This is an optimization exercise on Yosys and OpenROAD, whose aim is small area, not a production implementation.
Function was checked by simulation only, so behaviour that the tests miss may differ from the original.
Power and IR drop assume default switching activity.

$ cat flow/design.v
module debouncer(
    input i_btn,
    input i_clk,
    output o_btn_state
    );
reg btn_state_value;
reg [17:0] s;
wire z  = ~|s[16:0];
wire fb = s[17] ^ s[10] ^ z;
always @ (posedge i_clk)
begin
    if (i_btn == 0)
    begin
        s <= 0;
        btn_state_value <= 0;
    end
    else
    begin
        s <= {s[16:0], fb};
        if (s[17] & z)
            btn_state_value <= 1;
    end
end
assign o_btn_state = btn_state_value;
endmodule
module top(
    input wire CLK,              
    input wire RST_BTN,          
    input wire PAUSE_BTN,        
    input wire [7:0] sw,         
    output wire VGA_HS_O,        
    output wire VGA_VS_O,        
    output wire [2:0] VGA_R,     
    output wire [2:0] VGA_G,     
    output wire [1:0] VGA_B      
    );
    wire rst, pause;
    debouncer reset_button(.i_btn(RST_BTN), .i_clk(CLK), .o_btn_state(rst));
    debouncer pause_button(.i_btn(PAUSE_BTN), .i_clk(CLK), .o_btn_state(pause));
    reg [9:0] h;         
    reg [9:0] v;         
    reg paused;
    wire h_end = h[9] & h[8] & h[5];             
    wire v_end = v[9] & v[3] & v[2] & v[0];      
    always @(posedge CLK) begin
        if (rst) begin
            h <= 0;
            v <= 0;
        end else begin
            if (h_end) begin
                h <= 0;
                v <= v + 1'b1;
            end else
                h <= h + 1'b1;
            if (v_end)
                v <= 0;
        end
        if (pause)
            paused <= ~paused;
        else if (rst)
            paused <= 1'b0;
    end
    assign VGA_HS_O = ~((h >= 16) & (h < 112));
    assign VGA_VS_O = ~(v[9:1] == 9'd245);
    wire an = h_end & (v == 10'd479) & ~paused;
    wire vbot = v[9] | (&v[8:5]);                
    wire [8:0] Y = vbot ? 9'd479 : v[8:0];
    reg [8:0] px;        
    reg [7:0] py;        
    reg [8:0] pbx;       
    reg [8:0] pby;       
    reg pia;
    reg pia_n;
    always @(*) begin
        pia_n = rst ? 1'b0 : pia;
        if (an) begin
            if (sw[4] & ~pia_n) pia_n = 1'b1;
            if ((pbx <= 90) || (pbx >= 390) || (pby <= 21) || (pby >= 459)) pia_n = 1'b0;
        end
    end
    always @(posedge CLK) begin
        if (rst) begin
            px <= 180;
            py <= 120;
            pbx <= 180;
            pby <= 240;
        end
        if (an) begin
            if (sw[0]) px <= px + 1'b1;
            if (sw[7]) px <= px - 1'b1;
            if (sw[6]) py <= py - 1'b1;
            if (sw[1]) py <= py + 1'b1;
            if (~sw[4] & ~(rst ? 1'b0 : pia)) begin
                pby <= {py, 1'b0};
                pbx <= px;
            end
            if ((rst ? 1'b0 : pia) | sw[4]) pby <= pby - 2'd3;
            if (px <= 90)  px <= 91;
            if (px >= 390) px <= 389;
            if (py <= 10)  py <= 11;
            if (py >= 230) py <= 229;
            if ((pbx <= 90) || (pbx >= 390) || (pby <= 21) || (pby >= 459)) begin
                pby <= {py, 1'b0};
                pbx <= px;
            end
        end
        pia <= pia_n;
    end
    reg [8:0] ex;        
    reg edir;
    reg [8:0] ebx;       
    reg [6:0] ek;        
    reg eia;
    wire eb_hit = &ek[6:3];                      
    always @(posedge CLK) begin
        if (rst) begin
            ex <= 240;
            edir <= 1'b1;
            ebx <= 240;
            ek <= 0;
            eia <= 1'b0;
        end
        if (an) begin
            ex <= edir ? ex + 1'b1 : ex - 1'b1;
            if (~(rst ? 1'b0 : eia)) ebx <= ex;
            ek <= ek + 1'b1;
            eia <= 1'b1;
            if (ex <= 130) edir <= 1'b1;
            if (ex >= 350) edir <= 1'b0;
            if (eb_hit) begin
                eia <= 1'b0;
                ek <= 0;
                ebx <= ex;
            end
        end
    end
    reg [8:0] l1, l2, l3;
    always @(posedge CLK) begin
        if (rst) begin
            l1 <= 240;
            l2 <= 240;
            l3 <= 240;
        end
        if (an) begin
            l1 <= l1 + 4'd9;
            if (l1 <= 4 || l1 >= 476) l1 <= 5;
            l2 <= l2 + 4'd7;
            if (l2 <= 5 || l2 >= 475) l2 <= 6;
            l3 <= l3 + 4'd8;
            if (l3 <= 4 || l3 >= 476) l3 <= 5;
        end
    end
    wire [10:0] dpx  = h + 11'd19 - {px, 1'b0};
    wire [10:0] dpy  = Y + 11'd19 - {py, 1'b0};
    wire [10:0] dbx  = h + 11'd4 - {pbx, 1'b0};
    wire [10:0] dby  = Y + 11'd4 - pby;
    wire [10:0] dex  = h + 11'd19 - {ex, 1'b0};
    wire [10:0] debx = h + 11'd4 - {ebx, 1'b0};
    wire [9:0]  eby  = 10'd100 + {ek, 1'b0} + ek;
    wire [10:0] deby = Y + 11'd4 - eby;
    wire [10:0] dl1  = Y + 11'd44 - l1;
    wire [10:0] dl2  = Y + 11'd31 - l2;
    wire [10:0] dl3  = Y + 11'd32 - l3;
    wire player_ship   = (dpx <= 38) & (dpy <= 38);
    wire player_bullet = (dbx <= 8) & (dby <= 8) & pia;
    wire enemy_ship    = (dex <= 38) & (Y > 80) & (Y < 120);
    wire enemy_bullet  = (debx <= 8) & (deby <= 8) & eia;
    wire lx1 = (h >= 188 && h <= 192) || (h >= 768 && h <= 772);
    wire lx2 = (h >= 197 && h <= 203) || (h >= 757 && h <= 763);
    wire lx3 = (h >= 208 && h <= 212) || (h >= 748 && h <= 752);
    wire ly1 = (l1 >= 45) & (dl1 <= 88);
    wire ly2 = (l2 >= 32) & (dl2 <= 62);
    wire ly3 = (l3 >= 33) & (dl3 <= 64);
    wire light = (lx1 & ly1) | (lx2 & ly2) | (lx3 & ly3);
    wire r = player_ship | light | enemy_ship | enemy_bullet;
    wire g = player_bullet | light | enemy_bullet;
    wire b = player_ship | light;
    assign VGA_R = {3{r}};
    assign VGA_G = {3{g}};
    assign VGA_B = {2{b}};
endmodule
$ cat flow/run.sh
#!/bin/bash
# synth_recipe.tcl (not shown) runs the flow's synth.tcl, then flattens the netlist and writes it again
# the make line also repeats each setting of config.mk as NAME=value (left out here)
make -C /OpenROAD-flow-scripts/flow DESIGN_CONFIG=/design/flow/config.mk WORK_HOME=/design/flow/orfs CLKGATE_MAP_FILE= SYNTH_SCRIPT=/design/flow/synth_recipe.tcl finish
$ cat flow/config.mk
export PLATFORM = sky130hd
export DESIGN_NAME = top
export DESIGN_NICKNAME = top
export VERILOG_FILES = /design/flow/design.v
export SDC_FILE = /design/flow/constraint.sdc
export NUM_CORES = 4
export LEC_CHECK = 0
export CAP_MARGIN = 20
export CORE_MARGIN = 2
export CORE_UTILIZATION = 40
export SLEW_MARGIN = 20
$ cat flow/constraint.sdc
create_clock -name core_clock -period 40.0 [get_ports {CLK}]
set_input_delay 8.0000 -clock core_clock [delete_from_list [all_inputs] [get_ports {CLK}]]
set_output_delay 8.0000 -clock core_clock [all_outputs]
set_load 0.01 [all_outputs]
==> results.toml <==
[pwr]
ir_drop_uv = 33.3
leakage_nw = 5.87
finalPower_uw = 627
power-per-cell-area_nw_per_um2 = 46.2

[cells_and_area]
design_area_um2 = 13600
drive_above_1_share = 0.0442
syn_to_final_growth_pct = 8.25
layout_common_cells = "ha_1, inv_1, nor2_1"
final_common_cell = "ha_1"
fin_nets = 1710
final_core_util = 0.442
num-fill-cells = 3130
num_antenna_cells = 0
stdcell_count = 1935

[place]
port_buffers = 17
placed_cells = 1903
gp_congestion = 0.875
post-dp-hpwl_um = 24300
pre_cts_ws_ps = 26440
placed_cell_area_um2 = 13000

[cts]
h-tree-depth = 4
cts_resized = 0
cts_tree = "done"
clock-root-buffer = "clkbuf_16"
cts_buffers = 17
clk_latency_ps = 450
clk_pin_slew_ps = 70
hold_buffers = 0
cts_setup_buffers = 0
cts.sinks = 148
clockBufferDepth = 2

[route]
routed_wl_um = 32400
wl_per_cell_um = 16.7
dr.pass1.iters = 5
drtIter0Drc = 779
ant_nets = 0
vias = 10800
drc_errors = 0
post_drt_via_cell_ratio = 5.61

[timing]
fin_setup_tns_ps = 0
fmaxAchievable_mhz = 71.5
setup_violations = 0
drv_slew = 0
hold_viol = 0
worst_pin_slew_ps = 938
layout_setup_ws_ps = 26020
fin_crit_sh = 0.350
clock_skew_ps = 11.4
min_period_ps = 13980
whs_ps = 457
rsz0062_at_grt = "false"
relSlewSlack = 0.373

[logic_synthesis]
synthesis.area_um2 = 12500
synth_cell_types = 81
async_reset_ff_frac = 0
synth_nets = 1725
syn_avg_cell_area_um2 = 8.14
synth-seq-cells = 148
yosysWarningCount = 2
synth_edf_count = 43
seq_area_frac_synth = 0.270
synth_cells = 1541
ys.flop_type = "dfxtp_1"

[worst_setup_path]
endpoint_kind = "primary output"
cp-start-kind = "flip-flop"
crit_path_max_incr_delay_ps = 570
arrival_ps = 5980
critPathMostFrequentCell = "ha_1"
path_class = "reg -> out"
crit_path_cell_trace = "nand4_1 > nand2_1 > ha_1 > nand3_1 > xor2_1 > nand2_1 > fa_1 > ha_1 > ha_1 > a21oi_1 > o2111ai_1 > a31oi_1 > nand4_1 > or4_1 > or4_1 > nand3_1 > or3_1 > clkdlybuf4s50_1"
cpMaxStageDelayCell = "clkdlybuf4s50_1"
crit_fanout = 11
worstPathRequired_ps = 32000

[floorplan]
die_h_um = 181
die_w_um = 181
die_area_um2 = 32800
rows = 64
start_util = 0.408
core_um2 = 30700
ios = 21

[status]
status = "no timing/DRC/antenna violations"

[worst_hold_path]
hold_path_class = "reg -> reg"

[global_route]
grt_first_pass_wirelength_um = 53700
grtUsageTotal = 0.203
antenna_found_initial = 0
grt_max_degree = 50
grt_pass1_vias = 10400
grt-ovfl-total = 0

[flow_run]
maxCapViolations = 0
-- per-layer routing --
layer  up-vias  wire, um  global-route usage
met3        54      1440              0.0379
li1       5438         -                   -
met2       232     14900               0.333
met4         0       724              0.0592
met1      5124     15400               0.271
met5         -         0                   0
-- synthesized netlist by cell type (6+ instances only) --
library cell,n,area share
and3_1,13,0.0065
or4_1,6,0.0036
a21o_1,14,0.0084
a21oi_1,94,0.037
nand3_1,49,0.020
xor2_1,33,0.023
o31ai_1,19,0.011
nor2_1,122,0.036
inv_1,148,0.044
buf_4,9,0.0054
a211oi_1,16,0.0096
o22ai_1,8,0.0040
clkbuf_1,37,0.011
or2_2,13,0.0065
o21a_1,9,0.0054
nor3b_1,7,0.0042
edfxtp_1,43,0.10
xnor2_1,68,0.047
fa_1,19,0.030
nor3_1,48,0.019
nand2b_1,24,0.012
a31oi_1,20,0.010
a2111oi_0,6,0.0042
buf_2,6,0.0024
nand4_1,17,0.0085
mux2i_1,9,0.0072
ha_1,154,0.15
o21bai_1,8,0.0048
o211ai_1,10,0.0060
and2_1,44,0.022
o21ai_0,113,0.045
nand2_1,103,0.031
dfxtp_1,105,0.17
nor2b_1,22,0.011
or3_1,9,0.0045
nor4_1,23,0.011
-- where the power goes --
part | total [mW] | switching [mW] | internal (mW)
Combinational | 0.277 | 0.157 | 0.120
Sequential | 0.187 | 0.0238 | 0.164
Clock | 0.162 | 0.0789 | 0.0834
-- state kept, by name, summed over array words and instances, names as in the netlist, 10 cells and up --
name and flops:
pause_button.s 18, h 10, v 10, reset_button.s 18
-- worst max-delay path: cells and delay by family (launching register included) --
family,cells,cell delay [ps]
flip-flops,1,560
AND/OR/NAND/NOR,9,2470
AO/OA/AOI/OAI,3,430
XOR/XNOR,1,160
adder cells (fa/ha/maj),4,1340
buffers and inverters,1,570
-- final timing paths --
path	start	end	slack (ps)	depth (start not counted)
worst min-delay path	reset_button.s[9]$_SDFF_PN0_	reset_button.s[10]$_SDFF_PN0_	460	1
worst max-delay path	v[6]$_SDFFE_PP0P_	VGA_R[2]	26020	18
worst min register to register	reset_button.s[9]$_SDFF_PN0_	reset_button.s[10]$_SDFF_PN0_	460	1
worst max register to register	h[5]$_SDFF_PP0_	px[0]$_DFF_P_	36520	9
-- layout make-up --
type / instances / area [um^2] / share of cell area
Clock buffer: 17 / 425 / 0.0313
Clock inverter: 15 / 156 / 0.0115
Inverter: 152 / 573 / 0.0422
Multi-Input combinational cell: 1182 / 8310 / 0.612
Sequential cell: 148 / 3390 / 0.250
Tap cell: 396 / 495 / 0.0365
Timing Repair Buffer: 25 / 230 / 0.0169
-- cells by family (layout without fill, tap and decap cells) --
family | Yosys count | after routing | share of synthesized area
flip-flops | 148 | 148 | 0.270
buffers and inverters | 211 | 209 | 0.0680
XOR/XNOR | 101 | 101 | 0.0705
AND/OR/NAND/NOR | 517 | 517 | 0.208
adder cells (fa/ha/maj) | 173 | 173 | 0.184
multiplexers | 11 | 11 | 0.00897
AO/OA/AOI/OAI | 380 | 380 | 0.190

## what the ideal ports hide
No port has a modelled driver above. Below, the same layout with a new extraction and two added sets of constraints. Step 1 (the two cells are an assumption about what drives the block):
set clk [get_ports {CLK}]
set_driving_cell -lib_cell sky130_fd_sc_hd__clkbuf_16 $clk
set_driving_cell -lib_cell sky130_fd_sc_hd__buf_2 [delete_from_list [all_inputs] $clk]
Step 2 moves the port delays by t, midway between the first and last clock arrival at a register: inputs arrive t later, outputs are due t later. That takes back most of the time a late clock gives input paths. Slacks: no drivers / after step 1 / after step 2; pairs: no drivers / after step 1.
t (ns): 0.490
slack for setup (ns): 26.016 / 25.967 / 26.457
hold WS [ns]: 0.457 / 0.457 / 0.457
latest minus earliest clock arrival (ns): 0.012 / 0.012
pins driven straight from the clock port: 1
After both steps setup and hold are still met in this run. For this run, drivers alone change the setup slack by -0.049 ns; drivers and shift together by +0.441 ns.
